Background: an optimization exercise with open tools, aiming at small area and a short achievable clock period. Do not read the settings as production practice.
At most, simulation tests tie the RTL to the original design; equivalence was not proved.
Only the layout flow was run in runs 1 and 2; the RTL was not checked for function there.
Power figures rest on the tool's default switching activity, not on a simulated workload.

$ cat design/flow/config.mk
export PLATFORM = sky130hd
export DESIGN_NAME = self_purging_adder
export DESIGN_NICKNAME = self_purging_adder
export VERILOG_FILES = /design/flow/design.v
export SDC_FILE = /design/flow/constraint.sdc
export NUM_CORES = 4
export LEC_CHECK = 0
export CAP_MARGIN = 20
export CORE_MARGIN = 2
export CORE_UTILIZATION = 40
export SLEW_MARGIN = 20
export SYNTH_HIERARCHICAL = 1
export SYNTH_MINIMUM_KEEP_SIZE = 0
$ cat design/flow/constraint.sdc
create_clock -name core_clock -period 110.0 [get_ports {clk}]
set_input_delay 22.0000 -clock core_clock [delete_from_list [all_inputs] [get_ports {clk}]]
set_output_delay 22.0000 -clock core_clock [all_outputs]
set_load 0.01 [all_outputs]
$ cat design/flow/design.v
module spa_xor2(a, b, y);
    input a, b;
    output y;
    assign y = a ^ b;
endmodule
module spa_xnor2(a, b, y);
    input a, b;
    output y;
    assign y = ~(a ^ b);
endmodule
module spa_and2(a, b, y);
    input a, b;
    output y;
    assign y = a & b;
endmodule
module spa_and3(a, b, c, y);
    input a, b, c;
    output y;
    assign y = a & b & c;
endmodule
module spa_andn(a, b, y);
    input a, b;
    output y;
    assign y = a & ~b;
endmodule
module spa_nor2(a, b, y);
    input a, b;
    output y;
    assign y = ~(a | b);
endmodule
module spa_fa(a, b, c, s, co);
    input a, b, c;
    output s, co;
    assign s = a ^ b ^ c;
    assign co = (a & b) | (c & (a ^ b));
endmodule
module spa_a211o(a, b, c, d, y);
    input a, b, c, d;
    output y;
    assign y = a | b | (c & d);
endmodule
module spa_maj3(a, b, c, y);
    input a, b, c;
    output y;
    assign y = (a & b) | (c & (a | b));
endmodule
module spa_a222oi(a1, a2, b1, b2, c1, c2, y);
    input a1, a2, b1, b2, c1, c2;
    output y;
    assign y = ~((a1 & a2) | (b1 & b2) | (c1 & c2));
endmodule
module spa_mux2i(a0, a1, s, y);
    input a0, a1, s;
    output y;
    assign y = ~(s ? a1 : a0);
endmodule
module spa_mux2(a0, a1, s, y);
    input a0, a1, s;
    output y;
    assign y = s ? a1 : a0;
endmodule
module self_purging_full_adder(a, b, e, C, Cn, Jn, G, P, sum, en);
    input [5:0] a, b, e;
    input C, Cn;            
    input Jn;               
    output G, P, sum;
    output [5:0] en;        
    wire [5:0] x, h, l, z, y, nm;
    wire [1:0] sh, mh, sl, ml, sz, mz, sp, mp, kh, kl, kp, kz;
    wire S0, S1;
    genvar k, g;
    generate
        for (k = 0; k < 6; k = k + 1) begin : m
            spa_xor2 ux(.a(a[k]), .b(b[k]), .y(x[k]));
            spa_and3 uh(.a(e[k]), .b(a[k]), .c(b[k]), .y(h[k]));     
            spa_and2 ul(.a(e[k]), .b(x[k]), .y(l[k]));               
            spa_andn uz(.a(e[k]), .b(x[k]), .y(z[k]));               
        end
        for (g = 0; g < 2; g = g + 1) begin : grp
            spa_fa fh(.a(h[3*g]), .b(h[3*g+1]), .c(h[3*g+2]), .s(sh[g]), .co(mh[g]));
            spa_fa fl(.a(l[3*g]), .b(l[3*g+1]), .c(l[3*g+2]), .s(sl[g]), .co(ml[g]));
            spa_fa fz(.a(z[3*g]), .b(z[3*g+1]), .c(z[3*g+2]), .s(sz[g]), .co(mz[g]));
            spa_xor2  ps(.a(sh[g]), .b(sl[g]), .y(sp[g]));
            spa_a211o pm(.a(mh[g]), .b(ml[g]), .c(sh[g]), .d(sl[g]), .y(mp[g]));
        end
    endgenerate
    wire [3:0] ss;
    spa_and2 tg0(.a(sh[0]), .b(sh[1]), .y(ss[0]));
    spa_and2 tg1(.a(sp[0]), .b(sp[1]), .y(ss[1]));
    spa_and2 tg2(.a(sl[0]), .b(sl[1]), .y(ss[2]));
    spa_and2 tg3(.a(sz[0]), .b(sz[1]), .y(ss[3]));
    spa_maj3 vg(.a(mh[0]), .b(mh[1]), .c(ss[0]), .y(G));
    spa_maj3 vp(.a(mp[0]), .b(mp[1]), .c(ss[1]), .y(P));
    spa_maj3 v0(.a(ml[0]), .b(ml[1]), .c(ss[2]), .y(S0));
    spa_maj3 v1(.a(mz[0]), .b(mz[1]), .c(ss[3]), .y(S1));
    spa_mux2 vs(.a0(S0), .a1(S1), .s(C), .y(sum));
    wire eq, cc, t0, t1, t2;
    spa_xnor2 te(.a(sum), .b(C), .y(eq));
    spa_xnor2 tc(.a(C), .b(Cn), .y(cc));
    spa_and2  u2(.a(eq), .b(Cn), .y(t2));
    spa_andn  u0(.a(eq), .b(Cn), .y(t0));
    spa_andn  u1(.a(cc), .b(eq), .y(t1));
    generate
        for (k = 0; k < 6; k = k + 1) begin : sw
            wire n0;
            spa_nor2   un(.a(h[k]), .b(l[k]), .y(n0));              
            spa_a222oi ua(.a1(t2), .a2(h[k]), .b1(t1), .b2(l[k]), .c1(t0), .c2(n0), .y(nm[k]));
            spa_mux2i  ue(.a0(Jn), .a1(nm[k]), .s(e[k]), .y(en[k]));
        end
    endgenerate
endmodule
module self_purging_adder(clk, in1, in2, cin, J, sum, cout);
    parameter W = 32;
    parameter N = 6;
    input clk, J;
    input [N*W-1:0] in1, in2;
    input [N-1:0] cin;
    output [W-1:0] sum;
    output cout;
    function th4;   
        input [5:0] v;
        reg [1:0] c1, c2;
        begin
            c1 = v[0] + v[1] + v[2];
            c2 = v[3] + v[4] + v[5];
            th4 = (c1[1] & c2[1]) | ((c1[1] | c2[1]) & c1[0] & c2[0]);
        end
    endfunction
    reg  [N*W-1:0] E;        
    wire [N*W-1:0] En;
    wire [W:0] C;            
    wire [W-1:0] G, P;
    wire Jn = ~J;
    genvar i, k, l;
    generate
        for (i = 0; i < W; i = i + 1) begin : bit_
            wire [N-1:0] a, b, e, en;
            for (k = 0; k < N; k = k + 1) begin : mod_
                assign a[k] = in1[k*W+i];
                assign b[k] = in2[k*W+i];
                assign e[k] = E[k*W+i];
                assign En[k*W+i] = en[k];
            end
            if (i == 0) begin : b0
                wire [N-1:0] s = a ^ b ^ cin;
                wire [N-1:0] co = (a & b) | (cin & (a ^ b));
                assign sum[0] = th4(e & s);
                assign G[0] = th4(e & co);
                assign P[0] = 1'b0;
                for (k = 0; k < N; k = k + 1) begin : m0
                    assign en[k] = e[k] ? ((s[k] == sum[0]) & (co[k] == C[1])) : J;
                end
            end else begin : bn
                self_purging_full_adder fa(.a(a), .b(b), .e(e), .C(C[i]), .Cn(C[i+1]),
                    .Jn(Jn), .G(G[i]), .P(P[i]), .sum(sum[i]), .en(en));
            end
        end
        wire [W-1:0] gg [0:5];
        wire [W-1:0] pp [0:5];
        assign gg[0] = G;
        assign pp[0] = P;
        for (l = 0; l < 5; l = l + 1) begin : lvl
            for (i = 0; i < W; i = i + 1) begin : col
                if ((i >> l) & 1) begin : cmb
                    localparam integer J0 = ((i >> l) << l) - 1;
                    assign gg[l+1][i] = gg[l][i] | (pp[l][i] & gg[l][J0]);
                    assign pp[l+1][i] = pp[l][i] & pp[l][J0];
                end else begin : pas
                    assign gg[l+1][i] = gg[l][i];
                    assign pp[l+1][i] = pp[l][i];
                end
            end
        end
    endgenerate
    assign C[0] = cin[0];
    assign C[W:1] = gg[5];
    assign cout = C[W];
    always @(posedge clk)
        E <= En;
endmodule
$ cat design/flow/flow/run.sh
#!/bin/bash
# Standard ORFS layout (the standard.sh) with two changes:
#  - the port buffers that global placement puts on every input and output
#    are sky130 buf_1 cells instead of the default choice;
#  - right after floorplanning, every logic cell that synthesis sized above
#    drive 1 is set back to its drive-1 version (downsize.tcl); the later
#    repair steps size up again where slew, load or timing need it.
set -euo pipefail
here=$(pwd)
export BUFFER_PORTS_ARGS="-buffer_cell sky130_fd_sc_hd__buf_1"
export POST_FLOORPLAN_TCL="$here/flow/downsize.tcl"
bash standard.sh "$@" > standard_flow.log 2>&1
$ cat design/flow/flow/downsize.tcl
# Set every combinational logic cell above drive 1 to its drive-1 version.
# Flip-flops, buffers and clock cells are left as they are.
set db [ord::get_db]
set block [[$db getChip] getBlock]
set n 0
set saved 0.0
foreach inst [$block getInsts] {
  set m [$inst getMaster]
  set name [$m getName]
  if { ![regexp {^(sky130_fd_sc_hd__([a-z0-9]+))_([0-9]+)$} $name -> base fn drive] } { continue }
  if { $drive <= 1 } { continue }
  if { [regexp {^(df|edf|sdf|dl|buf|clk|tap|fill|decap|conb|diode|dly|ebuf|einv|probe|lpflow)} $fn] } { continue }
  set new [$db findMaster ${base}_1]
  if { $new == "NULL" } { continue }
  set saved [expr { $saved + ([$m getWidth] - [$new getWidth]) * [$m getHeight] / 1e6 }]
  $inst swapMaster $new
  incr n
}
puts "downsize.tcl: $n cells set to drive 1, [format %.1f $saved] um2 less"
$ cat design/flow/standard.sh
#!/bin/bash
# synth_recipe.tcl (not shown) runs the flow's synth.tcl, then flattens the netlist and writes it again
# the make line also repeats each setting of config.mk as NAME=value (left out here)
make -C /OpenROAD-flow-scripts/flow DESIGN_CONFIG=/design/flow/config.mk WORK_HOME=/design/flow/orfs CLKGATE_MAP_FILE= SYNTH_SCRIPT=/design/flow/synth_recipe.tcl "${@:-finish}"
==> summary.md, run 1 <==
| Metric | Value |
|---|---|
| Largest family of logic cells by synthesized area | `simple AND/OR/NAND/NOR gates` |
| Post-synthesis compound-gate area fraction | `11.3%` |
| Pre-Repair DR Iteration Count | `7` |
| Largest net degree at the start of global routing | `82` |
| First-pass GRT wire length | `102 mm` |
| Routed len/inst | `17.4 um` |
| Crit start category | `input port` |
| Routed via count | `19.9k` |
| Vias in the first global route | `20.4k` |
| Synth area leaders | `fa_1 (16%), dfxtp_1 (15%), nor2b_4 (14%)` |
| Yosys reg bits | `192` |
| GPL Wtd Cong | `0.895` |
| Worst path cell trace | `buf_1, xor2_1, and2_1, fa_1, xor2_1, and2_1, maj3_1, a21oi_1, o21ai_0, a221oi_1, nor2_1, a21oi_1, o21ai_1, a21o_1, mux2_1, buf_1` |
| Initial Util | `40.3%` |
| Largest regs | `E x192` |
| DRC | `0` |
| Fin area | `approximately 26000 sq um` |
| Yosys warns | `7` |
| CP peak stage delay | `approximately 0.5 ns` |
| Yosys cell types | `38` |
| Leak pwr | `approximately 11 nW` |
| Final wirelength | `around 64 mm` |
| GRT Total Usage | `19.8%` |
| Hold WC Path Type | `register to register` |
| Clk root buf | `clkbuf_16` |
| Synth Net Count | `2969` |
| Min Tclk post-route | `48.59 ns` |
| Mux contribution to synthesized area | `under 10%` |
| CP max-delay cell | `a221oi_1` |
| WHS | `0.486 ns` |
| Critical path required time | `88.00 ns` |
| Worst Hold Depth | `1` |
| Post-CTS sizing | `0` |
| Worst Tran Pin Value | `0.990 ns` |
| Synth top area share | `15.8%` |
| CP Depth | `16` |
| Crit-path max FO | `7` |
| Total gr overflow | `0` |
| Worst-case reg-to-reg path depth | `18` |
| Vias per cell | `5.40` |
| IO Port Bufs | `424` |
| Die W | `253 um` |
| Num ports | `around 430` |
| Setup TNS Final | `0 ns` |
| Post-CTS Setup Repair Bufs | `0` |
| Core area | `61600 sq um` |
| ANT nets after route | `0` |
| Nets | `3415` |
| Critical Path AT | `26.59 ns` |
| CTS sink cnt | `192` |
| Worst slew margin | `between 30% and 40%` |
| Mean Syn Cell Area | `10.4 sq um` |
| RSZ-0062 raised after global routing | `no` |
| Area Growth Syn to Fin | `4.66%` |
| Finished Core Util | `42.2%` |
| Antenna violations before repair | `23` |
| Final hold vios | `0` |
| Worst setup EP type | `output port` |
| Pins Over Slew Limit | `0` |
| Register area share after synthesis | `15.5%` |
| H-tree depth | `4` |
| Post-synthesis simple-gate area fraction | `31.0%` |
| Max reg flops | `192` |
| Outcome | `timing/DRC/antenna clean` |
| Mapped Cells | `2381` |
| CTS Buf Count | `17` |
| Starting DRT DRC Count | `approximately 1.7k` |
| Row cnt | `91` |
| Reg clk slew, reported paths | `0.08 ns` |
| # Max-Cap Violations | `0` |
| Xor and xnor fraction of the mapped netlist area | `11.4%` |
| Worst-Skew Late Latency | `0.51 ns` |
| Hold buffers post-CTS | `0` |
| Setup violations, final | `0` |
| CP delay by family, top | `compound AO/OA/AOI/OAI gates` |
| Synth Cell Area | `24800 sq um` |
| Post-synth EDFFs | `0` |
| Dpl cell area | `25400 sq um` |
| Clock Tree Buf Depth | `2` |
| Skew final | `between 0.01 and 0.015 ns` |
| CTS tree | `done` |
| Die area | `64100 sq um` |
| Top cell type by total area after synthesis | `fa_1` |
| Post-synth ARST share | `0%` |
| Die span in y | `around 250 um` |
| Final Power | `661 uW` |
| Fmax | `a little over 0.02 GHz` |
| Layout cells sized above 1 | `1.27%` |
| Tcrit/Tclk final | `44.2%` |
| Post-DP HPWL | `52.8 mm` |
| Dominant synthesized flop cell | `dfxtp_1` |
| Kind of critical path | `input port to output port` |
| Buffers plus inverters on the worst setup path | `2` |
| Adder-cell share of the synthesized area | `between 20% and 30%` |
| Top reg by flops | `E` |
| PwrDens | `~25 nW/um^2` |
| Peak supply drop | `0.0139 mV` |
-- power breakdown --
group	total (mW)	internal [mW]	leakage (nW)	switching (mW)
sequential	0.144	0.109	1.62	0.0348
clock	0.0710	0.0372	0.305	0.0339
combinational	0.447	0.222	9.26	0.225
total	0.661	0.367	11.2	0.294
-- placed cells by master, fill, tap and decap left out, types with 4 or more instances in the layout --
| cell type | count |
|---|---|
| clkinv_4 | 4 |
| mux2_1 | 31 |
| nand2_1 | 11 |
| mux2i_1 | 186 |
| a31o_1 | 4 |
| a21o_1 | 20 |
| xor2_1 | 248 |
| dfxtp_1 | 192 |
| diode_2 | 9 |
| nor2_1 | 196 |
| maj3_1 | 124 |
| a211o_1 | 62 |
| a222oi_1 | 186 |
| o21ai_0 | 11 |
| a21oi_1 | 14 |
| nor2b_1 | 250 |
| fa_1 | 196 |
| xnor2_1 | 74 |
| clkbuf_16 | 17 |
| buf_1 | 424 |
| nand2b_1 | 4 |
| buf_4 | 4 |
| nand3_1 | 10 |
| and3_1 | 189 |
| and2_1 | 350 |
-- worst register-to-register path: stages, from the launching register on --
cell      delay [ns]
dfxtp_1         0.39
and3_1          0.25
fa_1            0.50
xor2_1          0.16
and2_1          0.16
maj3_1          0.38
a31o_1          0.24
o21ai_1         0.31
o211ai_1        0.16
buf_4           0.20
a31o_1          0.26
or2_1           0.35
a21o_1          0.33
a21o_1          0.33
mux2_1          0.39
xnor2_1         0.16
and2_1          0.25
a222oi_1        0.38
mux2i_1         0.12
-- modules after synthesis (local to each module, per instance), a selection --
module / cell area, sq um / flops+latches / times used
spa_mux2i: 10.0 / 0 / 186
spa_mux2: 15.0 / 0 / 31
spa_xor2: 8.76 / 0 / 248
spa_fa: 20.0 / 0 / 186
spa_nor2: 3.75 / 0 / 186
spa_and2: 6.26 / 0 / 341
-- final timing paths --
path             from       to  slack, ns
min reg2reg    E[112]   E[112]       0.49
max          in1[145]  sum[29]      61.41
max reg2reg     E[65]    E[19]     104.52
min            E[112]   E[112]       0.49
-- cell families after synthesis --
family,after synthesis
AND/OR/NAND/NOR,1016
AO/OA/AOI/OAI,309
adder cells (fa/ha/maj),320
XOR/XNOR,322
flip-flops,192
buffers and inverters,5
multiplexers,217
-- final cells by class --
class                      instances  area (sq um)
multi-input combinational       2184         18800
inverter                           4          20.0
fill                            6157         35600
antenna                            9          22.5
timing repair buffer             428          1620
clock inverter                    12           158
clock buffer                      20           457
sequential                       192          3840
tap                              837          1050
-- cells in the mapped netlist (2+ instances only) --
cell type and count:
nand2b_1 4, a31oi_1 2, nor2b_4 248, o21a_1 2, a21o_1 20, and3_1 189, and2_1 350, nand3_1 10
mux2_4 31, a222oi_1 186, xnor2_1 74, nand2_1 11, nor3_1 2, nor2b_1 2, a211o_1 62, o21ai_0 11
inv_1 4, mux2i_1 186, o21ai_1 2, dfxtp_1 192, maj3_2 124, nor2_1 196, a21oi_1 13, fa_1 196
xor2_1 248, a31o_2 4
-- through the flow --
step / instances / worst slack [ns]
floorplan: 2381 / 62.04
global placement: 3645 / 61.23
detailed placement: 3645 / 61.26
CTS: 3677 / 61.23
global route: 3682 / 60.93
finish: 3686 / 61.41
-- metal layers --
| layer | global-route usage (%) | part of all wire (%) | vias up |
|---|---|---|---|
| li1 | - | - | 9625 |
| met2 | 34.3 | 48 | 636 |
| met1 | 23.3 | 41 | 9514 |
| met4 | 7.37 | 2.7 | 28 |
| met5 | 0 | 0.29 | - |
| met3 | 5.51 | 7.5 | 111 |
==> inputs of run 2 (changes only) <==
--- a/design/flow/design.v
+++ b/design/flow/design.v
@@ -60,4 +60,9 @@
     assign y = s ? a1 : a0;
 endmodule
+module spa_o21ai(a1, a2, b1, y);
+    input a1, a2, b1;
+    output y;
+    assign y = ~((a1 | a2) & b1);
+endmodule
 module self_purging_full_adder(a, b, e, C, Cn, Jn, G, P, sum, en);
     input [5:0] a, b, e;
@@ -104,7 +109,7 @@
         for (k = 0; k < 6; k = k + 1) begin : sw
             wire n0;
-            spa_nor2   un(.a(h[k]), .b(l[k]), .y(n0));              
+            spa_andn   un(.a(z[k]), .b(h[k]), .y(n0));               
             spa_a222oi ua(.a1(t2), .a2(h[k]), .b1(t1), .b2(l[k]), .c1(t0), .c2(n0), .y(nm[k]));
-            spa_mux2i  ue(.a0(Jn), .a1(nm[k]), .s(e[k]), .y(en[k]));
+            spa_o21ai  ue(.a1(e[k]), .a2(Jn), .b1(nm[k]), .y(en[k]));
         end
     endgenerate
==> design/flow/flow/run.sh (replaced) <==
#!/bin/bash
# Standard ORFS layout (the standard.sh) with these changes:
#  - the port buffers that global placement puts on every input and output
#    are sky130 buf_1 cells instead of the default choice;
#  - right after floorplanning, every logic cell is set to the smallest
#    version of its function (downsize.tcl); the later repair steps size up
#    again where slew, load or timing need it;
#  - clock tree synthesis uses clkbuf_4/clkbuf_8 buffers and no dummy loads.
# Each step's full log is in orfs/logs/; make's own output is in
# standard_flow.log.
set -euo pipefail
here=$(pwd)
export BUFFER_PORTS_ARGS="-buffer_cell sky130_fd_sc_hd__buf_1"
export POST_FLOORPLAN_TCL="$here/flow/downsize.tcl"
export CTS_ARGS="-sink_clustering_enable -repair_clock_nets -dont_use_dummy_load -buf_list {sky130_fd_sc_hd__clkbuf_4 sky130_fd_sc_hd__clkbuf_8} -root_buf sky130_fd_sc_hd__clkbuf_8"
bash standard.sh "$@" > standard_flow.log 2>&1
==> design/flow/flow/downsize.tcl (replaced) <==
# Area recovery after synthesis: set every combinational logic cell to the
# smallest-area version of its function (among equal areas, the strongest).
# Flip-flops, buffers and clock cells are left as they are; the later repair
# steps size cells up again where slew, load or timing need it.
set db [ord::get_db]
set block [[$db getChip] getBlock]
set best [dict create]
foreach lib [$db getLibs] {
  foreach m [$lib getMasters] {
    set name [$m getName]
    if { ![regexp {^(sky130_fd_sc_hd__[a-z0-9]+)_([0-9]+)$} $name -> base drive] } { continue }
    set area [expr { [$m getWidth] * [$m getHeight] }]
    if { [dict exists $best $base] } {
      lassign [dict get $best $base] barea bdrive
      if { $area > $barea || ($area == $barea && $drive <= $bdrive) } { continue }
    }
    dict set best $base [list $area $drive $m]
  }
}
set dont_use {}
if { [info exists ::env(DONT_USE_CELLS)] } { set dont_use $::env(DONT_USE_CELLS) }
set n 0
set saved 0.0
foreach inst [$block getInsts] {
  set m [$inst getMaster]
  set name [$m getName]
  if { ![regexp {^(sky130_fd_sc_hd__([a-z0-9]+))_([0-9]+)$} $name -> base fn drive] } { continue }
  if { [regexp {^(df|edf|sdf|dl|buf|clk|tap|fill|decap|conb|diode|dly|ebuf|einv|probe|lpflow)} $fn] } { continue }
  if { ![dict exists $best $base] } { continue }
  lassign [dict get $best $base] barea bdrive new
  if { $new == $m } { continue }
  if { [lsearch -exact $dont_use [$new getName]] >= 0 } { continue }
  set old_area [expr { [$m getWidth] * [$m getHeight] }]
  if { $barea >= $old_area } { continue }
  set saved [expr { $saved + ($old_area - $barea) / 1e6 }]
  $inst swapMaster $new
  incr n
}
puts "downsize.tcl: $n cells set to a smaller version, [format %.1f $saved] um2 less"
--- a/design/flow/config.mk
+++ b/design/flow/config.mk
@@ -8,5 +8,5 @@
 export CAP_MARGIN = 20
 export CORE_MARGIN = 2
-export CORE_UTILIZATION = 40
+export CORE_UTILIZATION = 60
 export SLEW_MARGIN = 20
 export SYNTH_HIERARCHICAL = 1
==> summary.md, run 2 <==
| Metric | Value |
|---|---|
| # Max-Cap Violations | `0 (unchanged)` |
| Top reg by flops | `E` |
| Worst path cell trace | `buf_1, xor2_1, and2_1, fa_1, xor2_1, and2_1, maj3_1, a31o_2, o21ai_1, o211ai_1, a31o_2, or2_1, a21o_1, a21o_1, mux2_2, buf_1` |
| Top cell type by total area after synthesis | `nor2b_4` |
| Clk root buf | `clkbuf_8` |
| Worst Tran Pin Value | `0.999 ns (+0.00896 ns)` |
| Worst Hold Depth | `1 (unchanged)` |
| Antenna violations before repair | `27 (+17%)` |
| Final wirelength | `61.6 mm (-3.8%)` |
| Core area | `42100 sq um (-32%)` |
| H-tree depth | `4 (unchanged)` |
| Yosys reg bits | `192 (unchanged)` |
| GRT Total Usage | `27.8% (+8.0 points)` |
| Crit start category | `input port` |
| Setup TNS Final | `0 ns (unchanged)` |
| Hold buffers post-CTS | `0 (unchanged)` |
| Yosys cell types | `37 (-2.6%)` |
| GPL Wtd Cong | `0.927 (+3.6%)` |
| Fmax | `0.0206 GHz (about the same)` |
| Worst setup EP type | `output port` |
| Final std cells w/o fill | `3384 (-8.2%)` |
| Post-synth top cells | `nor2b_4 (434), and2_1 (350), xor2_1 (248)` |
| Clock Tree Buf Depth | `2 (unchanged)` |
| Starting DRT DRC Count | `2005 (+19%)` |
| Outcome | `timing/DRC/antenna clean` |
| Hold WC Path Type | `register to register` |
| Routed len/inst | `18.2 um (+4.8%)` |
| Inst Count DP | `3346 (-8.2%)` |
| Yosys warns | `7 (unchanged)` |
| Die span in y | `211 um (-17%)` |
| Post-DP HPWL | `50.4 mm (-4.4%)` |
| CP peak stage delay | `0.48 ns (-0.02 ns)` |
| Post-CTS Setup Repair Bufs | `0 (unchanged)` |
| Routed via count | `19.9k (-0.19%)` |
| Register area share after synthesis | `14.9% (-0.56 points)` |
| Area Growth Syn to Fin | `-3.76%` |
| Largest regs | `E x192` |
| RSZ-0062 raised after global routing | `no` |
| Tcrit/Tclk final | `44.2% (about the same)` |
| Pins Over Slew Limit | `0 (unchanged)` |
| Peak supply drop | `0.0113 mV (-19%)` |
| Skew final | `0.0264 ns (+0.0128 ns)` |
| Pre-Repair DR Iteration Count | `9 (+2)` |
| CTS Buf Count | `17 (unchanged)` |
| CTS tree | `done` |
| Synth Net Count | `2969 (unchanged)` |
| Initial Util | `61.2% (+21 points)` |
| Critical Path AT | `26.62 ns (+0.03 ns)` |
| Worst-case reg-to-reg path depth | `17 (-1)` |
| Worst slew margin | `33.4% (-0.60 points)` |
| Synth Cell Area | `25800 sq um (+3.7%)` |
| Vias per cell | `5.87 (+8.7%)` |
| Buffers plus inverters on the worst setup path | `2 (unchanged)` |
| Final hold vios | `0 (unchanged)` |
| First-pass GRT wire length | `99.2 mm (-3.0%)` |
| Critical path required time | `88.00 ns (about the same)` |
| Row cnt | `75 (-18%)` |
| Max reg flops | `192 (unchanged)` |
| Post-synth EDFFs | `0 (unchanged)` |
| Most frequent cells in the layout | `nor2b_1 (436), buf_1 (424), and2_1 (350), xor2_1 (248), fa_1 (196)` |
| Nets | `3414 (-0.029%)` |
| Post-CTS sizing | `0 (unchanged)` |
| Kind of critical path | `input port to output port` |
| Die W | `211 um (-17%)` |
| Num ports | `425 (unchanged)` |
| CP max-delay cell | `fa_1` |
| IO Port Bufs | `424 (unchanged)` |
| Fillers | `3890 (-37%)` |
| Vias in the first global route | `20.2k (-0.87%)` |
| Largest net degree at the start of global routing | `113 (+38%)` |
| Synth top area share | `23.2% (+7.4 points)` |
| Worst-Skew Late Latency | `0.59 ns (+0.08 ns)` |
| Mean Syn Cell Area | `10.8 sq um (+3.7%)` |
| Die area | `44600 sq um (-30%)` |
| CTS sink cnt | `192 (unchanged)` |
| ANT nets after route | `0 (unchanged)` |
| Dominant synthesized flop cell | `dfxtp_1` |
| DRC | `0 (unchanged)` |
| CP Depth | `16 (unchanged)` |
| Crit-path max FO | `9 (+2)` |
| Layout cells sized above 1 | `2.05% (+0.79 points)` |
| Setup violations, final | `0 (unchanged)` |
| Reg clk slew, reported paths | `0.08 ns (about the same)` |
| Mapped Cells | `2381 (unchanged)` |
| Min Tclk post-route | `48.62 ns (+0.0285 ns)` |
| Total gr overflow | `0 (unchanged)` |
| Synth area leaders | `nor2b_4 (23%), fa_1 (15%), dfxtp_1 (15%)` |
| Final Power | `517 uW (-22%)` |
| Post-synth ARST share | `0% (unchanged)` |
| PwrDens | `20.8 nW/um^2 (-18%)` |
| CP delay by family, top | `compound AO/OA/AOI/OAI gates` |
| Leak pwr | `10.6 nW (-5.6%)` |
| Most common cell after layout, fill and taps aside | `nor2b_1` |
| Count leader, synth | `nor2b_4` |
[run 2: changes by cell type in the layout (fill, tap and decap cells not counted), moves of 31 or more]
cell / change
mux2i_1: -186
nor2_1: -186
mux2_2: +31
mux2_1: -31
nor2b_1: +186
o21ai_1: +186
[run 2: final cells by class]
class	count	area (sq um)	share of cell area, %
repair buffers	427	1610	6.51
inverters	4	20.0	0.0807
well taps	539	674	2.72
diodes	21	52.6	0.212
flip-flops and latches	192	3840	15.5
clock buffers	17	234	0.943
multi-input cells	2184	18400	74.0
[run 2: Yosys stat by module, one instance, submodules excluded, a selection]
module / copies in the design / area, sq um / flip-flops and latches
spa_maj3: 124 / 11.3 / 0
self_purging_adder: 1 / 4860 / 192
spa_and2: 341 / 6.26 / 0
spa_o21ai: 186 / 5.00 / 0
spa_fa: 186 / 20.0 / 0
spa_mux2: 31 / 15.0 / 0
spa_a211o: 62 / 8.76 / 0
spa_xnor2: 62 / 8.76 / 0
spa_and3: 186 / 6.26 / 0
spa_a222oi: 186 / 10.0 / 0
spa_andn: 434 / 13.8 / 0
spa_xor2: 248 / 8.76 / 0
[run 2: cell families after synthesis]
logic type               count (synthesis)  share of synthesized area (%)
flip-flops                             192                           14.9
adder cells (fa/ha/maj)                320                           20.6
AND/OR/NAND/NOR                       1016                           37.1
multiplexers                            31                           1.81
AO/OA/AOI/OAI                          495                           14.5
XOR/XNOR                               322                           10.9
buffers and inverters                    5                         0.0874
[run 2: final timing paths]
kind / startpoint / endpoint / slack [ns]
max: in1[65] / sum[19] / 61.38
min: E[21] / E[21] / 0.45
max reg2reg: E[97] / E[79] / 104.37
min reg2reg: E[21] / E[21] / 0.45
[run 2: power breakdown]
group | total, mW | internal (mW) | switching [mW]
clock network | 0.0407 | 0.0137 | 0.0271
logic | 0.341 | 0.166 | 0.174
registers | 0.135 | 0.107 | 0.0284
[run 2: layer usage]
layer | wire, um | global-route usage [%]
met5 | 101 | 0
met4 | 2020 | 12.2
met3 | 4350 | 6.91
met2 | 28800 | 46.2
met1 | 26300 | 34.4
[run 2: stage by stage]
stage	cell area (sq um)	setup WS (ns)	util [%]	hold slack, ns
floorplan	25800	62.06	-	0.431
global placement	24500	61.49	58.2	0.434
detailed placement	24500	61.40	58.2	0.445
CTS	24700	61.38	58.7	0.459
global route	24800	61.04	58.8	0.477
finish	24800	61.38	58.9	0.454
==> inputs of run 3 (changes only) <==
--- a/design/flow/design.v
+++ b/design/flow/design.v
@@ -65,20 +65,31 @@
     assign y = ~((a1 | a2) & b1);
 endmodule
-module self_purging_full_adder(a, b, e, C, Cn, Jn, G, P, sum, en);
+module spa_a22o(a1, a2, b1, b2, y);
+    input a1, a2, b1, b2;
+    output y;
+    assign y = (a1 & a2) | (b1 & b2);
+endmodule
+module spa_lt4(m1, s1, m2, s2, y);
+    input m1, s1, m2, s2;
+    output y;
+    wire w;
+    spa_a22o  uw(.a1(m1), .a2(m2), .b1(s1), .b2(s2), .y(w));
+    spa_o21ai uy(.a1(m1), .a2(m2), .b1(w), .y(y));
+endmodule
+module self_purging_full_adder(a, b, e, C, Cn, Jn, nG, nP, sum, en);
     input [5:0] a, b, e;
     input C, Cn;            
     input Jn;               
-    output G, P, sum;
+    output nG, nP, sum;     
     output [5:0] en;        
-    wire [5:0] x, h, l, z, y, nm;
-    wire [1:0] sh, mh, sl, ml, sz, mz, sp, mp, kh, kl, kp, kz;
-    wire S0, S1;
+    wire [5:0] h, l, z, q, nm;
+    wire [1:0] sh, mh, sl, ml, sz, mz, sp, mp;
     genvar k, g;
     generate
         for (k = 0; k < 6; k = k + 1) begin : m
-            spa_xor2 ux(.a(a[k]), .b(b[k]), .y(x[k]));
-            spa_and3 uh(.a(e[k]), .b(a[k]), .c(b[k]), .y(h[k]));     
-            spa_and2 ul(.a(e[k]), .b(x[k]), .y(l[k]));               
-            spa_andn uz(.a(e[k]), .b(x[k]), .y(z[k]));               
+            spa_and3  uh(.a(e[k]), .b(a[k]), .c(b[k]), .y(h[k]));
+            spa_o21ai uq(.a1(a[k]), .a2(b[k]), .b1(e[k]), .y(q[k]));   
+            spa_nor2  ul(.a(q[k]), .b(h[k]), .y(l[k]));
+            spa_andn  uz(.a(e[k]), .b(l[k]), .y(z[k]));               
         end
         for (g = 0; g < 2; g = g + 1) begin : grp
@@ -90,26 +101,20 @@
         end
     endgenerate
-    wire [3:0] ss;
-    spa_and2 tg0(.a(sh[0]), .b(sh[1]), .y(ss[0]));
-    spa_and2 tg1(.a(sp[0]), .b(sp[1]), .y(ss[1]));
-    spa_and2 tg2(.a(sl[0]), .b(sl[1]), .y(ss[2]));
-    spa_and2 tg3(.a(sz[0]), .b(sz[1]), .y(ss[3]));
-    spa_maj3 vg(.a(mh[0]), .b(mh[1]), .c(ss[0]), .y(G));
-    spa_maj3 vp(.a(mp[0]), .b(mp[1]), .c(ss[1]), .y(P));
-    spa_maj3 v0(.a(ml[0]), .b(ml[1]), .c(ss[2]), .y(S0));
-    spa_maj3 v1(.a(mz[0]), .b(mz[1]), .c(ss[3]), .y(S1));
-    spa_mux2 vs(.a0(S0), .a1(S1), .s(C), .y(sum));
-    wire eq, cc, t0, t1, t2;
-    spa_xnor2 te(.a(sum), .b(C), .y(eq));
-    spa_xnor2 tc(.a(C), .b(Cn), .y(cc));
-    spa_and2  u2(.a(eq), .b(Cn), .y(t2));
-    spa_andn  u0(.a(eq), .b(Cn), .y(t0));
-    spa_andn  u1(.a(cc), .b(eq), .y(t1));
+    wire nS0, nS1;
+    spa_lt4 vg(.m1(mh[0]), .s1(sh[0]), .m2(mh[1]), .s2(sh[1]), .y(nG));
+    spa_lt4 vp(.m1(mp[0]), .s1(sp[0]), .m2(mp[1]), .s2(sp[1]), .y(nP));
+    spa_lt4 v0(.m1(ml[0]), .s1(sl[0]), .m2(ml[1]), .s2(sl[1]), .y(nS0));
+    spa_lt4 v1(.m1(mz[0]), .s1(sz[0]), .m2(mz[1]), .s2(sz[1]), .y(nS1));
+    spa_mux2i vs(.a0(nS0), .a1(nS1), .s(C), .y(sum));
+    wire ne, cx, t0, t1, t2;
+    spa_xor2 te(.a(sum), .b(C), .y(ne));
+    spa_xor2 tc(.a(C), .b(Cn), .y(cx));
+    spa_andn u2(.a(Cn), .b(ne), .y(t2));
+    spa_nor2 u0(.a(ne), .b(Cn), .y(t0));
+    spa_andn u1(.a(ne), .b(cx), .y(t1));
     generate
         for (k = 0; k < 6; k = k + 1) begin : sw
-            wire n0;
-            spa_andn   un(.a(z[k]), .b(h[k]), .y(n0));               
-            spa_a222oi ua(.a1(t2), .a2(h[k]), .b1(t1), .b2(l[k]), .c1(t0), .c2(n0), .y(nm[k]));
-            spa_o21ai  ue(.a1(e[k]), .a2(Jn), .b1(nm[k]), .y(en[k]));
+            spa_a222oi ua(.a1(t2), .a2(h[k]), .b1(t1), .b2(l[k]), .c1(t0), .c2(q[k]), .y(nm[k]));
+            spa_mux2i  ue(.a0(Jn), .a1(nm[k]), .s(e[k]), .y(en[k]));
         end
     endgenerate
@@ -157,6 +162,9 @@
                 end
             end else begin : bn
+                wire nG, nP;
+                assign G[i] = ~nG;
+                assign P[i] = ~nP;
                 self_purging_full_adder fa(.a(a), .b(b), .e(e), .C(C[i]), .Cn(C[i+1]),
-                    .Jn(Jn), .G(G[i]), .P(P[i]), .sum(sum[i]), .en(en));
+                    .Jn(Jn), .nG(nG), .nP(nP), .sum(sum[i]), .en(en));
             end
         end
==> summary.md, run 3 <==
| Metric | Value |
|---|---|
| Mapped Cells | `2206 (-7.3%)` |
| Setup violations, final | `0 (unchanged)` |
| Post-synth ARST share | `0% (unchanged)` |
| Crit start category | `input port` |
| CTS Buf Count | `17 (unchanged)` |
| # Max-Cap Violations | `0 (unchanged)` |
| CP delay by family, top | `compound AO/OA/AOI/OAI gates` |
| Largest net degree at the start of global routing | `117 (+3.5%)` |
| Synth top area share | `17.6% (-5.6 points)` |
| H-tree depth | `4 (unchanged)` |
| Worst Tran Pin Value | `0.951 ns (-0.0479 ns)` |
| Vias per cell | `6.29 (+7.1%)` |
| Worst slew margin | `35.9% (+2.5 points)` |
| Clk root buf | `clkbuf_8` |
| Worst-Skew Late Latency | `0.51 ns (-0.08 ns)` |
| Inst Count DP | `3104 (-7.2%)` |
| Synth Cell Area | `22400 sq um (-13%)` |
| DRC | `0 (unchanged)` |
| Hold buffers post-CTS | `0 (unchanged)` |
| Leak pwr | `10.3 nW (-2.4%)` |
| Starting DRT DRC Count | `1891 (-5.7%)` |
| Peak supply drop | `0.0146 mV (+29%)` |
| Final wirelength | `57.8 mm (-6.2%)` |
| CP peak stage delay | `0.66 ns (+0.18 ns)` |
| Dpl ws | `60.84 ns (-0.558 ns)` |
| Outcome | `timing/DRC/antenna clean` |
| Hold WC Path Type | `register to register` |
| Setup TNS Final | `0 ns (unchanged)` |
| First-pass GRT wire length | `93.2 mm (-6.1%)` |
| Dominant synthesized flop cell | `dfxtp_1` |
| Register area share after synthesis | `17.2% (+2.3 points)` |
| Num ports | `425 (unchanged)` |
| Min Tclk post-route | `49.13 ns (+0.508 ns)` |
| Kind of critical path | `input port to output port` |
| Antenna violations before repair | `31 (+15%)` |
| Initial Util | `61.0% (-0.11 points)` |
| Largest regs | `E x192` |
| Most common cell after layout, fill and taps aside | `buf_1` |
| Row cnt | `70 (-6.7%)` |
| Crit-path max FO | `7 (-2)` |
| Top cell type by total area after synthesis | `fa_1` |
| Final std cells w/o fill | `3149 (-6.9%)` |
| Post-synth top cells | `o21ai_1 (312), nor2b_4 (248), nor2_1 (224)` |
| Fin worst setup slack | `60.87 ns (-0.508 ns)` |
| Yosys warns | `7 (unchanged)` |
| ANT nets after route | `0 (unchanged)` |
| Top reg by flops | `E` |
| Final hold vios | `0 (unchanged)` |
| Worst path cell trace | `buf_1, and3_1, nor2_1, fa_1, a211o_1, a22o_1, o21ai_1, nand4b_1, a41oi_1, a211oi_1, inv_2, a21oi_1, o21ai_1, a211oi_1, o21ai_0, mux2i_1, buf_1` |
| Post-CTS sizing | `0 (unchanged)` |
| Die span in y | `197 um (-6.7%)` |
| Fmax | `0.0204 GHz (-1.0%)` |
| Pre-Repair DR Iteration Count | `9 (unchanged)` |
| Worst setup EP type | `output port` |
| Reg clk slew, reported paths | `0.09 ns (about the same)` |
| GPL Wtd Cong | `0.947 (+2.2%)` |
| CTS sink cnt | `192 (unchanged)` |
| Yosys cell types | `52 (+41%)` |
| Pins Over Slew Limit | `0 (unchanged)` |
| PwrDens | `35.1 nW/um^2 (+68%)` |
| Buffers plus inverters on the worst setup path | `3 (+1)` |
| Count leader, synth | `o21ai_1` |
| Area Growth Syn to Fin | `2.86%` |
| Post-DP HPWL | `46.8 mm (-7.3%)` |
| RSZ-0062 raised after global routing | `no` |
| Finished Core Util | `62.8% (+3.9 points)` |
| Synth area leaders | `fa_1 (18%), dfxtp_1 (17%), nor2b_4 (15%)` |
| Final Power | `806 uW (+56%)` |
| CP max-delay cell | `a211oi_1` |
| Die W | `197 um (-6.7%)` |
| Core area | `36600 sq um (-13%)` |
| Synth Net Count | `2794 (-5.9%)` |
| Most frequent cells in the layout | `buf_1 (424), o21ai_1 (313), nor2b_1 (251), nor2_1 (224), mux2i_1 (217)` |
| CTS tree | `done` |
| Max reg flops | `192 (unchanged)` |
| Total gr overflow | `0 (unchanged)` |
| Routed len/inst | `18.4 um (+0.78%)` |
| Yosys reg bits | `192 (unchanged)` |
| Layout cells sized above 1 | `1.17% (-0.89 points)` |
| IO Port Bufs | `424 (unchanged)` |
| Nets | `3243 (-5.0%)` |
| Mean Syn Cell Area | `10.1 sq um (-6.4%)` |
| Skew final | `0.0342 ns (+0.00773 ns)` |
| Clock Tree Buf Depth | `2 (unchanged)` |
| Routed via count | `19.8k (-0.33%)` |
| Tcrit/Tclk final | `44.7% (+0.46 points)` |
| Critical Path AT | `27.13 ns (+0.51 ns)` |
| Critical path required time | `88.00 ns (about the same)` |
| Post-CTS Setup Repair Bufs | `0 (unchanged)` |
| GRT Total Usage | `29.5% (+1.6 points)` |
| Vias in the first global route | `19.3k (-4.4%)` |
| Post-synth EDFFs | `0 (unchanged)` |
| Die area | `38800 sq um (-13%)` |
==> run 3: layout make-up <==
cell class,count,area [sq um]
clock buffer,17,234
antenna,28,70.1
fill,3335,13600
timing repair buffer,432,1650
multi-input combinational,1992,16500
tap,468,586
sequential,192,3840
inverter,20,80.1
==> run 3: power breakdown <==
part           switching, mW  total (mW)  internal, mW  leakage [nW]
clock network         0.0247      0.0384        0.0137         0.122
registers             0.0368       0.147         0.110          1.62
logic                  0.332       0.621         0.289          8.57
==> run 3: final timing paths <==
check	startpoint	to	slack (ns)	depth (start not counted)
hold / removal	E[110]	E[110]	0.49	1
setup reg to reg	E[129]	E[159]	103.71	19
hold reg to reg	E[110]	E[110]	0.49	1
setup / recovery	in2[129]	sum[31]	60.87	17
==> run 3: metal layers <==
| layer | up-vias | part of all wire, % | GRT usage [%] |
|---|---|---|---|
| li1 | 9584 | - | - |
| met1 | 9403 | 41 | 36.3 |
| met2 | 690 | 47 | 49.0 |
| met3 | 116 | 8.7 | 7.60 |
| met4 | 18 | 3.5 | 12.9 |
| met5 | - | 0.20 | 0 |
==> run 3: modules after synthesis, one instance, submodules excluded, a selection <==
module | cells inside | times used
spa_a211o | 1 | 62
spa_a22o | 1 | 124
self_purging_adder | 346 | 1
spa_and3 | 1 | 186
spa_mux2i | 1 | 217
spa_a222oi | 1 | 186
spa_andn | 1 | 248
spa_xor2 | 1 | 124
spa_nor2 | 1 | 217
spa_fa | 1 | 186
spa_o21ai | 1 | 310
==> run 3: kinds of logic after synthesis <==
logic type                 synth area share [%]
xor gates and xnor gates                   5.33
DFF                                        17.2
and+or+nand+nor                            25.3
muxes                                      9.72
AOI/OAI and AO/OA                          24.4
buffers and inverters                     0.386
adders and majority gates                  17.6
==> run 3: per-stage QoR <==
| stage | instance area (sq um) | hold slack, ns |
|---|---|---|
| after CTS | 22900 | 0.492 |
| after global routing | 23000 | 0.507 |
| after detailed placement | 22700 | 0.480 |
| after global placement | 22700 | 0.474 |
| final | 23000 | 0.492 |
| after floorplan | 22400 | 0.454 |
==> inputs of run 4 (changes only) <==
--- a/design/flow/flow/downsize.tcl
+++ b/design/flow/flow/downsize.tcl
@@ -1,6 +1,8 @@
-# Area recovery after synthesis: set every combinational logic cell to the
-# smallest-area version of its function (among equal areas, the strongest).
+# Area recovery after synthesis: set each combinational logic cell to the
+# smallest-area version of its function (among equal areas, the strongest),
+# unless the cell is on a path within $margin ns of the worst setup slack.
 # Flip-flops, buffers and clock cells are left as they are; the later repair
 # steps size cells up again where slew, load or timing need it.
+set margin 2.5
 set db [ord::get_db]
 set block [[$db getChip] getBlock]
@@ -20,5 +22,8 @@
 set dont_use {}
 if { [info exists ::env(DONT_USE_CELLS)] } { set dont_use $::env(DONT_USE_CELLS) }
+set wns [expr { [sta::worst_slack_cmd max] * 1e9 }]
+puts "downsize.tcl: worst setup slack before [format %.3f $wns] ns"
 set n 0
+set kept 0
 set saved 0.0
 foreach inst [$block getInsts] {
@@ -33,7 +38,14 @@
   set old_area [expr { [$m getWidth] * [$m getHeight] }]
   if { $barea >= $old_area } { continue }
+  set slack 1e30
+  foreach pin [get_pins -of_objects [get_cells [$inst getName]]] {
+    set s [get_property $pin slack_max]
+    if { $s != "INF" && $s < $slack } { set slack $s }
+  }
+  if { $slack < $wns + $margin } { incr kept; continue }
   set saved [expr { $saved + ($old_area - $barea) / 1e6 }]
   $inst swapMaster $new
   incr n
 }
-puts "downsize.tcl: $n cells set to a smaller version, [format %.1f $saved] um2 less"
+set wns2 [expr { [sta::worst_slack_cmd max] * 1e9 }]
+puts "downsize.tcl: $n cells set to a smaller version, [format %.1f $saved] um2 less; $kept near-critical cells kept; worst setup slack after [format %.3f $wns2] ns"
==> summary.md, run 4 <==
| Metric | Value |
|---|---|
| Top cell type by total area after synthesis | `fa_1` |
| Die W | `197 um (unchanged)` |
| Yosys reg bits | `192 (unchanged)` |
| IO Port Bufs | `424 (unchanged)` |
| Post-DP HPWL | `47.7 mm (+2.0%)` |
| Total gr overflow | `0 (unchanged)` |
| Synth Cell Area | `22400 sq um (unchanged)` |
| Outcome | `timing/DRC/antenna clean` |
| Layout cells sized above 1 | `1.28% (+0.11 points)` |
| Post-synth top cells | `o21ai_1 (312), nor2b_4 (248), nor2_1 (224)` |
| First-pass GRT wire length | `92.8 mm (-0.41%)` |
| Most common cell after layout, fill and taps aside | `buf_1` |
| Peak supply drop | `0.0164 mV (+12%)` |
| Worst setup EP type | `output port` |
| Dpl ws | `61.37 ns (+0.530 ns)` |
| Fin worst setup slack | `61.31 ns (+0.441 ns)` |
| Critical Path AT | `26.69 ns (-0.44 ns)` |
| Mapped Cells | `2206 (unchanged)` |
| Reg clk slew, reported paths | `0.09 ns (about the same)` |
| Die area | `38800 sq um (unchanged)` |
| H-tree depth | `4 (unchanged)` |
| Min Tclk post-route | `48.69 ns (-0.441 ns)` |
| Mux contribution to synthesized area | `9.72% (unchanged)` |
| Largest net degree at the start of global routing | `123 (+5.1%)` |
| Post-CTS sizing | `0 (unchanged)` |
| CTS sink cnt | `192 (unchanged)` |
| Final Power | `815 uW (+1.1%)` |
| Xor and xnor fraction of the mapped netlist area | `5.33% (unchanged)` |
| Leak pwr | `10.3 nW (+0.12%)` |
| Pins Over Slew Limit | `0 (unchanged)` |
| Row cnt | `70 (unchanged)` |
| Adder-cell share of the synthesized area | `17.6% (unchanged)` |
| Synth area leaders | `fa_1 (18%), dfxtp_1 (17%), nor2b_4 (15%)` |
| Worst-Skew Late Latency | `0.50 ns (about the same)` |
| WHS | `0.494 ns (+0.00141 ns)` |
| Vias per cell | `6.40 (+1.8%)` |
| Die span in y | `197 um (unchanged)` |
| DRC | `0 (unchanged)` |
| Synth Net Count | `2794 (unchanged)` |
| Synth top area share | `17.6% (unchanged)` |
| Finished Core Util | `62.8% (about the same)` |
| Largest family of logic cells by synthesized area | `simple AND/OR/NAND/NOR gates` |
| Fillers | `3361 (+0.78%)` |
| Post-synthesis compound-gate area fraction | `24.4% (unchanged)` |
| CP max-delay cell | `fa_1` |
| Dominant synthesized flop cell | `dfxtp_1` |
| Num ports | `425 (unchanged)` |
| Mean Syn Cell Area | `10.1 sq um (unchanged)` |
| Final wirelength | `58.8 mm (+1.6%)` |
| PwrDens | `35.5 nW/um^2 (+1.1%)` |
| Yosys warns | `7 (unchanged)` |
| Critical path required time | `88.00 ns (about the same)` |
| Post-synth EDFFs | `0 (unchanged)` |
| Hold buffers post-CTS | `0 (unchanged)` |
| CTS Buf Count | `17 (unchanged)` |
| Clock Tree Buf Depth | `2 (unchanged)` |
| Nets | `3240 (-0.093%)` |
| Post-synth ARST share | `0% (unchanged)` |
| Area Growth Syn to Fin | `2.81% (about the same)` |
| Clk root buf | `clkbuf_8` |
| Setup TNS Final | `0 ns (unchanged)` |
| Tcrit/Tclk final | `44.3% (-0.40 points)` |
| Post-synthesis simple-gate area fraction | `25.3% (unchanged)` |
| RSZ-0062 raised after global routing | `no` |
| Worst slew margin | `29.6% (-6.4 points)` |
| Yosys cell types | `52 (unchanged)` |
| Initial Util | `61.0% (unchanged)` |
| Kind of critical path | `input port to output port` |
| Top reg by flops | `E` |
| GRT Total Usage | `29.5% (about the same)` |
| Vias in the first global route | `19.0k (-1.5%)` |
| Routed len/inst | `18.7 um (+2.1%)` |
| Starting DRT DRC Count | `1785 (-5.6%)` |
| Pre-Repair DR Iteration Count | `14 (+5)` |
| Most frequent cells in the layout | `buf_1 (424), o21ai_1 (312), nor2b_1 (251), nor2_1 (224), mux2i_1 (217)` |
| Largest regs | `E x192` |
| ANT nets after route | `0 (unchanged)` |
| Hold WC Path Type | `register to register` |
| Routed via count | `20.1k (+1.3%)` |
| CTS tree | `done` |
| Worst Tran Pin Value | `1.05 ns (+0.0945 ns)` |
| Count leader, synth | `o21ai_1` |
| Skew final | `0.0244 ns (-0.00973 ns)` |
| Antenna violations before repair | `23 (-26%)` |
| Worst path cell trace | `buf_1, and3_1, nor2_1, fa_1, a211o_1, a22o_1, o21ai_1, nand4b_1, a41oi_1, a211oi_2, inv_2, a21oi_2, o21ai_1, a211oi_1, o21ai_0, mux2i_1, buf_1` |
| Fmax | `0.0205 GHz (+0.91%)` |
| Core area | `36600 sq um (unchanged)` |
| Crit start category | `input port` |
| Register area share after synthesis | `17.2% (unchanged)` |
| # Max-Cap Violations | `0 (unchanged)` |
| GPL Wtd Cong | `0.918 (-3.1%)` |
| CP peak stage delay | `0.53 ns (-0.13 ns)` |
| Setup violations, final | `0 (unchanged)` |
| Final hold vios | `0 (unchanged)` |
| Max reg flops | `192 (unchanged)` |
| Post-CTS Setup Repair Bufs | `0 (unchanged)` |
| Crit-path max FO | `7 (unchanged)` |
run 4: layout make-up:
type / count / area (sq um) / share of cell area [%]
diodes: 17 / 42.5 / 0.185
clock buffers: 17 / 234 / 1.02
inverters: 20 / 80.1 / 0.348
multi-input cells: 1992 / 16600 / 72.1
flip-flops and latches: 192 / 3840 / 16.7
well taps: 468 / 586 / 2.55
repair buffers: 429 / 1630 / 7.09
run 4: worst max-delay path: cells and delay by family:
| family | cells | cell delay [ns] |
|---|---|---|
| AO/OA/AOI/OAI | 9 | 2.59 |
| adder cells (fa/ha/maj) | 1 | 0.53 |
| buffers and inverters | 3 | 0.45 |
| multiplexers | 1 | 0.43 |
| AND/OR/NAND/NOR | 3 | 0.67 |
run 4: routing by layer:
| layer | vias up | track usage, % | routed length [um] |
|---|---|---|---|
| met5 | - | 0 | 99 |
| li1 | 9558 | - | - |
| met1 | 9666 | 37.6 | 24600 |
| met4 | 16 | 11.6 | 1830 |
| met3 | 116 | 7.10 | 5010 |
| met2 | 717 | 48.3 | 27200 |
run 4: cell families after synthesis:
logic type | after synthesis
AOI/OAI and AO/OA | 743
xor gates and xnor gates | 136
adders and majority gates | 197
buffers and inverters | 22
DFF | 192
muxes | 217
and+or+nand+nor | 699
run 4: worst paths after layout:
check	cells after the start	start	slack, ns	end
worst max-delay path	17	in2[65]	61.31	sum[31]
worst min-delay path	1	E[96]	0.49	E[96]
worst max register to register	19	E[65]	104.14	E[127]
worst min register to register	1	E[96]	0.49	E[96]
run 4: metrics by stage:
step / instances / cell area [sq um]
after floorplan: 2206 / 22400
after global placement: 3101 / 22700
after detailed placement: 3101 / 22700
after CTS: 3118 / 22900
after global routing: 3128 / 23000
final: 3135 / 23000
run 4: modules after synthesis, one instance, submodules excluded, a selection:
| module | copies in the design | cell area, sq um | flip-flops and latches | cells inside |
|---|---|---|---|---|
| self_purging_adder | 1 | 4930 | 192 | 346 |
| spa_andn | 248 | 13.8 | 0 | 1 |
| spa_a222oi | 186 | 10.0 | 0 | 1 |
| spa_mux2i | 217 | 10.0 | 0 | 1 |
| spa_xor2 | 124 | 8.76 | 0 | 1 |
| spa_a211o | 62 | 8.76 | 0 | 1 |
| spa_a22o | 124 | 8.76 | 0 | 1 |
| spa_and3 | 186 | 6.26 | 0 | 1 |
| spa_nor2 | 217 | 3.75 | 0 | 1 |
run 4: power breakdown:
part / switching, mW / internal [mW]
logic: 0.339 / 0.290
clock network: 0.0251 / 0.0137
registers: 0.0369 / 0.110
total: 0.401 / 0.414
==> inputs of run 5 (changes only) <==
--- a/design/flow/flow/downsize.tcl
+++ b/design/flow/flow/downsize.tcl
@@ -4,5 +4,5 @@
 # Flip-flops, buffers and clock cells are left as they are; the later repair
 # steps size cells up again where slew, load or timing need it.
-set margin 2.5
+set margin 1.0
 set db [ord::get_db]
 set block [[$db getChip] getBlock]
==> summary.md, run 5 <==
| Metric | Value |
|---|---|
| Crit-path max FO | `7 (unchanged)` |
| Post-CTS Setup Repair Bufs | `0 (unchanged)` |
| Row cnt | `70 (unchanged)` |
| First-pass GRT wire length | `92.8 mm (unchanged)` |
| Worst setup EP type | `output port` |
| Setup violations, final | `0 (unchanged)` |
| Reg clk slew, reported paths | `0.09 ns (about the same)` |
| Worst Hold Depth | `1 (unchanged)` |
| IO Port Bufs | `424 (unchanged)` |
| DRC | `0 (unchanged)` |
| RR Endpoint | `E[127]` |
| Post-DP HPWL | `47.7 mm (unchanged)` |
| Register area share after synthesis | `17.2% (unchanged)` |
| Yosys cell types | `52 (unchanged)` |
| Worst path cell trace | `buf_1, and3_1, nor2_1, fa_1, a211o_1, a22o_1, o21ai_1, nand4b_1, a41oi_1, a211oi_2, inv_2, a21oi_2, o21ai_1, a211oi_1, o21ai_0, mux2i_1, buf_1` |
| Tcrit/Tclk final | `44.3% (unchanged)` |
| Synth top area share | `17.6% (unchanged)` |
| Area Growth Syn to Fin | `2.81% (unchanged)` |
| Vias in the first global route | `19.0k (unchanged)` |
| Worst slew margin | `29.6% (unchanged)` |
| Fin worst setup slack | `61.31 ns (unchanged)` |
| Crit start category | `input port` |
| Mux contribution to synthesized area | `9.72% (unchanged)` |
| Buffers plus inverters on the worst setup path | `3 (unchanged)` |
| Yosys warns | `7 (unchanged)` |
| PwrDens | `35.5 nW/um^2 (unchanged)` |
| Mean Syn Cell Area | `10.1 sq um (unchanged)` |
| Post-synth top cells | `o21ai_1 (312), nor2b_4 (248), nor2_1 (224)` |
| Largest regs | `E x192` |
| Synth Net Count | `2794 (unchanged)` |
| Worst r2r src | `E[65]` |
| Starting DRT DRC Count | `1785 (unchanged)` |
| # Max-Cap Violations | `0 (unchanged)` |
| Pre-Repair DR Iteration Count | `14 (unchanged)` |
| Final wirelength | `58.8 mm (unchanged)` |
| Setup TNS Final | `0 ns (unchanged)` |
| Largest family of logic cells by synthesized area | `simple AND/OR/NAND/NOR gates` |
| Total gr overflow | `0 (unchanged)` |
| Post-synthesis compound-gate area fraction | `24.4% (unchanged)` |
| Core area | `36600 sq um (unchanged)` |
| Leak pwr | `10.3 nW (unchanged)` |
| Num ports | `425 (unchanged)` |
| Mapped Cells | `2206 (unchanged)` |
| Die W | `197 um (unchanged)` |
| Synth Cell Area | `22400 sq um (unchanged)` |
| Pins Over Slew Limit | `0 (unchanged)` |
| Skew final | `0.0244 ns (unchanged)` |
| Routed via count | `20.1k (unchanged)` |
| ANT nets after route | `0 (unchanged)` |
| Most used routing layer | `met2` |
| Synth area leaders | `fa_1 (18%), dfxtp_1 (17%), nor2b_4 (15%)` |
| H-tree depth | `4 (unchanged)` |
| Yosys reg bits | `192 (unchanged)` |
| Outcome | `timing/DRC/antenna clean` |
| Kind of critical path | `input port to output port` |
| Worst-case reg-to-reg path depth | `19 (unchanged)` |
| Hold endpoint | `E[96]` |
| CTS sink cnt | `192 (unchanged)` |
| Nets | `3240 (unchanged)` |
| Min Tclk post-route | `48.69 ns (unchanged)` |
| CP Depth | `17 (unchanged)` |
| Most frequent cells in the layout | `buf_1 (424), o21ai_1 (312), nor2b_1 (251), nor2_1 (224), mux2i_1 (217)` |
| RSZ-0062 raised after global routing | `no` |
| Max reg flops | `192 (unchanged)` |
| Worst setup path startpoint | `in2[65]` |
| Post-CTS sizing | `0 (unchanged)` |
| Largest net degree at the start of global routing | `123 (unchanged)` |
| GRT Total Usage | `29.5% (unchanged)` |
| Hold buffers post-CTS | `0 (unchanged)` |
| GPL Wtd Cong | `0.918 (unchanged)` |
| Worst-Skew Late Latency | `0.50 ns (about the same)` |
| CTS tree | `done` |
| Die span in y | `197 um (unchanged)` |
| Adder-cell share of the synthesized area | `17.6% (unchanged)` |
| Fmax | `0.0205 GHz (unchanged)` |
| CTS Buf Count | `17 (unchanged)` |
| Critical path required time | `88.00 ns (about the same)` |
| Initial Util | `61.0% (unchanged)` |
| Count leader, synth | `o21ai_1` |
| Top cell type by total area after synthesis | `fa_1` |
| Top reg by flops | `E` |
| Hold Path Origin | `E[96]` |
| Clock Tree Buf Depth | `2 (unchanged)` |
| Xor and xnor fraction of the mapped netlist area | `5.33% (unchanged)` |
| Peak supply drop | `0.0164 mV (unchanged)` |
| Routed len/inst | `18.7 um (unchanged)` |
| Dominant synthesized flop cell | `dfxtp_1` |
| Antenna violations before repair | `23 (unchanged)` |
| Critical Path AT | `26.69 ns (about the same)` |
| Post-synthesis simple-gate area fraction | `25.3% (unchanged)` |
| Vias per cell | `6.40 (unchanged)` |
| Hold WC Path Type | `register to register` |
| Register-to-register setup slack | `104.14 ns (about the same)` |
| CP max-delay cell | `fa_1` |
| Met1 Usage GRT | `37.6% (unchanged)` |
| Clk root buf | `clkbuf_8` |
| Layout cells sized above 1 | `1.28% (unchanged)` |
| Final hold vios | `0 (unchanged)` |
| M2 GR Usage | `48.3% (unchanged)` |
| Met3 usage | `7.10% (unchanged)` |
| Die area | `38800 sq um (unchanged)` |
| Dpl ws | `61.37 ns (unchanged)` |
| CP delay by family, top | `compound AO/OA/AOI/OAI gates` |
| CP peak stage delay | `0.53 ns (about the same)` |
| Most common cell after layout, fill and taps aside | `buf_1` |
| Post-synth ARST share | `0% (unchanged)` |
| Worst Tran Pin Value | `1.05 ns (unchanged)` |
| Post-synth EDFFs | `0 (unchanged)` |
[run 5: cell counts in the layout (fill, tap and decap cells not counted)]
No cell type changed its count.
[run 5: worst max path at each step]
stage	to	slack (ns)
finish	sum[31]	61.31
global route	sum[31]	61.00
CTS	sum[31]	61.37
detailed placement	sum[31]	61.37
global placement	sum[31]	61.56
floorplan	sum[11]	61.86
[run 5: layout make-up]
type / instances / area, sq um
diodes: 17 / 42.5
clock buffers: 17 / 234
fillers: 3361 / 13600
inverters: 20 / 80.1
multi-input cells: 1992 / 16600
flip-flops and latches: 192 / 3840
well taps: 468 / 586
repair buffers: 429 / 1630
[run 5: cell families (layout without fill, tap and decap cells)]
logic type | after synthesis | after routing
AOI/OAI and AO/OA | 743 | 743
and+or+nand+nor | 699 | 699
muxes | 217 | 217
xor gates and xnor gates | 136 | 136
DFF | 192 | 192
buffers and inverters | 22 | 466
other | 0 | 17
adders and majority gates | 197 | 197
[run 5: report_power, final]
part	switching, mW	internal, mW
Combinational	0.339	0.290
Sequential	0.0369	0.110
Clock	0.0251	0.0137
Total	0.401	0.414
[run 5: routing by layer]
metal	routed length, um	vias to the layer above	share of wire, %
li1	-	9558	-
met1	24600	9666	42
met2	27200	717	46
met3	5010	116	8.5
met4	1830	16	3.1
met5	99	-	0.17
[run 5: Yosys stat by module, one instance, submodules excluded, excerpt]
module,times used,cells inside
spa_a211o,62,1
spa_o21ai,310,1
spa_a222oi,186,1
self_purging_adder,1,346
spa_and3,186,1
spa_nor2,217,1
spa_mux2i,217,1
spa_a22o,124,1
spa_andn,248,1
spa_xor2,124,1
spa_fa,186,1
[run 5: through the flow]
stage / std cells / hold WS (ns) / power [mW] / cell area [sq um] / util [%]
floorplan: 2206 / 0.454 / 0.712 / 22400 / -
global placement: 3101 / 0.474 / 0.749 / 22700 / 62.0
detailed placement: 3101 / 0.480 / 0.766 / 22700 / 62.0
CTS: 3118 / 0.498 / 0.810 / 22900 / 62.6
global route: 3128 / 0.508 / 0.895 / 23000 / 62.7
finish: 3135 / 0.494 / 0.815 / 23000 / 62.8
==> inputs of run 6 (changes only) <==
--- a/design/flow/config.mk
+++ b/design/flow/config.mk
@@ -8,5 +8,5 @@
 export CAP_MARGIN = 20
 export CORE_MARGIN = 2
-export CORE_UTILIZATION = 60
+export CORE_UTILIZATION = 70
 export SLEW_MARGIN = 20
 export SYNTH_HIERARCHICAL = 1
==> summary.md, run 6 <==
| Metric | Value |
|---|---|
| Final Power | `818 uW (+0.40%)` |
| Sw Ratio | `49.3% (+0.12 points)` |
| Mean Syn Cell Area | `10.1 sq um (unchanged)` |
| Crit start category | `input port` |
| Worst setup EP type | `output port` |
| Dominant synthesized flop cell | `dfxtp_1` |
| Most common cell after layout, fill and taps aside | `buf_1` |
| WHS | `0.494 ns (-0.000237 ns)` |
| Row cnt | `65 (-7.1%)` |
| Core area | `31500 sq um (-14%)` |
| Antenna violations before repair | `26 (+13%)` |
| Total gr overflow | `0 (unchanged)` |
| Min Tclk post-route | `48.79 ns (+0.0976 ns)` |
| Routed len/inst | `18.9 um (+0.67%)` |
| Clock Tree Buf Depth | `2 (unchanged)` |
| Pre-Repair DR Iteration Count | `9 (-5)` |
| Num ports | `425 (unchanged)` |
| Top reg by flops | `E` |
| GPL Wtd Cong | `0.934 (+1.8%)` |
| Tcrit/Tclk final | `44.4% (+0.089 points)` |
| Hold buffers post-CTS | `0 (unchanged)` |
| Layout cells sized above 1 | `1.28% (about the same)` |
| Worst-case reg-to-reg path depth | `19 (unchanged)` |
| Nets | `3241 (+0.031%)` |
| Largest regs | `E x192` |
| Fmax | `0.0205 GHz (-0.20%)` |
| DRC | `0 (unchanged)` |
| H-tree depth | `4 (unchanged)` |
| Synth top area share | `17.6% (unchanged)` |
| Post-DP HPWL | `47.0 mm (-1.5%)` |
| Hold WC Path Type | `register to register` |
| Routed via count | `20.3k (+1.3%)` |
| Critical path required time | `88.00 ns (about the same)` |
| Skew final | `0.0264 ns (+0.00194 ns)` |
| Worst slew margin | `34.4% (+4.8 points)` |
| Synth Cell Area | `22400 sq um (unchanged)` |
| Peak supply drop | `0.0190 mV (+16%)` |
| CTS Buf Count | `17 (unchanged)` |
| Starting DRT DRC Count | `2326 (+30%)` |
| Outcome | `timing/DRC/antenna clean` |
| CTS tree | `done` |
| Die area | `33400 sq um (-14%)` |
| Post-synth top cells | `o21ai_1 (312), nor2b_4 (248), nor2_1 (224)` |
| Most frequent cells in the layout | `buf_1 (424), o21ai_1 (312), nor2b_1 (251), nor2_1 (224), mux2i_1 (217)` |
| Flop pwr share | `18.0% (about the same)` |
| Clock network fraction of total power | `4.8% (about the same)` |
| Worst Tran Pin Value | `0.976 ns (-0.0693 ns)` |
| Post-CTS Setup Repair Bufs | `0 (unchanged)` |
| ANT nets after route | `0 (unchanged)` |
| IO Port Bufs | `424 (unchanged)` |
| Synth Net Count | `2794 (unchanged)` |
| Gate power share | `77.3% (about the same)` |
| Worst Hold Depth | `1 (unchanged)` |
| Reg clk slew, reported paths | `0.08 ns (about the same)` |
| Crit-path max FO | `7 (unchanged)` |
| Max reg flops | `192 (unchanged)` |
| Post-CTS sizing | `0 (unchanged)` |
| P_sw | `404 uW (+0.65%)` |
| Post-synth ARST share | `0% (unchanged)` |
| Synth area leaders | `fa_1 (18%), dfxtp_1 (17%), nor2b_4 (15%)` |
| # Max-Cap Violations | `0 (unchanged)` |
| Largest net degree at the start of global routing | `110 (-11%)` |
| Setup TNS Final | `0 ns (unchanged)` |
| Vias in the first global route | `20.1k (+5.6%)` |
| Die span in y | `183 um (-7.3%)` |
| Vias per cell | `6.61 (+3.2%)` |
| Post-synth EDFFs | `0 (unchanged)` |
| Die W | `183 um (-7.3%)` |
| Initial Util | `71.0% (+10 points)` |
| Kind of critical path | `input port to output port` |
| Register area share after synthesis | `17.2% (unchanged)` |
| Clk root buf | `clkbuf_8` |
| GRT Total Usage | `34.3% (+4.8 points)` |
| PwrDens | `35.7 nW/um^2 (+0.66%)` |
| Int Pwr | `415 uW (+0.15%)` |
| Final hold vios | `0 (unchanged)` |
| Count leader, synth | `o21ai_1` |
| Leak pwr | `10.3 nW (about the same)` |
| Final wirelength | `58.1 mm (-1.2%)` |
| Critical Path AT | `26.79 ns (+0.10 ns)` |
| CTS sink cnt | `192 (unchanged)` |
| Yosys warns | `7 (unchanged)` |
| Yosys reg bits | `192 (unchanged)` |
| Yosys cell types | `52 (unchanged)` |
| Worst-Skew Late Latency | `0.51 ns (about the same)` |
| First-pass GRT wire length | `93.7 mm (+1.0%)` |
| Top cell type by total area after synthesis | `fa_1` |
| Pins Over Slew Limit | `0 (unchanged)` |
| Area Growth Syn to Fin | `2.54%` |
| RSZ-0062 raised after global routing | `no` |
| Setup violations, final | `0 (unchanged)` |
| Mapped Cells | `2206 (unchanged)` |
==> run 6: final cells by class <==
type	count	area, sq um
Clock buffer	17	234
Tap cell	402	503
Inverter	20	80.1
Sequential cell	192	3840
Fill cell	2552	8560
Multi-Input combinational cell	1992	16600
Timing Repair Buffer	430	1640
Antenna cell	25	62.6
==> run 6: power groups by stage <==
stage | combinational [mW] | clock, mW | sequential, mW
after global placement | 0.597 | 0 | 0.145
after floorplan | 0.569 | 0 | 0.142
final | 0.632 | 0.0390 | 0.147
after global routing | 0.700 | 0.0415 | 0.153
after CTS | 0.623 | 0.0395 | 0.147
after detailed placement | 0.619 | 0 | 0.148
==> run 6: path summary, 6_finish.rpt <==
kind	startpoint	to	slack [ns]
hold reg to reg	E[172]	E[172]	0.49
hold / removal	E[172]	E[172]	0.49
setup / recovery	in2[129]	sum[31]	61.21
setup reg to reg	E[33]	E[63]	104.05
==> run 6: cells by family after synthesis <==
family	Yosys count	synth area share, %
AO/OA/AOI/OAI	743	24.4
XOR/XNOR	136	5.33
adder cells (fa/ha/maj)	197	17.6
buffers and inverters	22	0.386
flip-flops	192	17.2
multiplexers	217	9.72
AND/OR/NAND/NOR	699	25.3
==> run 6: per-module statistics from Yosys, one instance, submodules excluded, excerpt <==
module | cells inside | cell area (sq um) | flops+latches
spa_fa | 1 | 20.0 | 0
spa_o21ai | 1 | 5.00 | 0
spa_a211o | 1 | 8.76 | 0
spa_andn | 1 | 13.8 | 0
spa_and3 | 1 | 6.26 | 0
spa_a222oi | 1 | 10.0 | 0
spa_mux2i | 1 | 10.0 | 0
==> run 6: worst max-delay path, cell delays in order <==
cell	delay, ns
buf_1	0.09
and3_1	0.22
nor2_1	0.24
fa_1	0.52
a211o_1	0.31
a22o_1	0.22
o21ai_1	0.13
nand4b_1	0.17
a41oi_1	0.17
a211oi_2	0.44
inv_2	0.20
a21oi_2	0.33
o21ai_1	0.25
a211oi_1	0.53
o21ai_0	0.42
mux2i_1	0.34
buf_1	0.18
==> run 6: metal layers <==
metal	track usage, %	vias up	wire length (um)	share of wire, %
met5	0	-	97	0.17
met1	41.7	9730	23000	40
met3	7.70	130	5260	9.1
met4	14.5	14	2240	3.9
li1	-	9592	-	-
met2	58.6	872	27500	47
==> run 6: per-stage QoR <==
stage	worst slack, ns	instances	instance area (sq um)	util [%]
floorplan	61.86	2206	22400	-
global placement	61.37	3036	22600	71.9
detailed placement	61.24	3036	22600	71.9
CTS	61.23	3053	22900	72.6
global route	60.89	3069	22900	72.7
finish	61.21	3078	22900	72.8

Check on run 6: ideal ports give 61.213 ns setup slack; a clkbuf_16 on the clock port and buf_2 on the inputs give 61.136 ns; moving port delays by the midpoint clock arrival (0.551 ns) as well gives 61.136 ns.
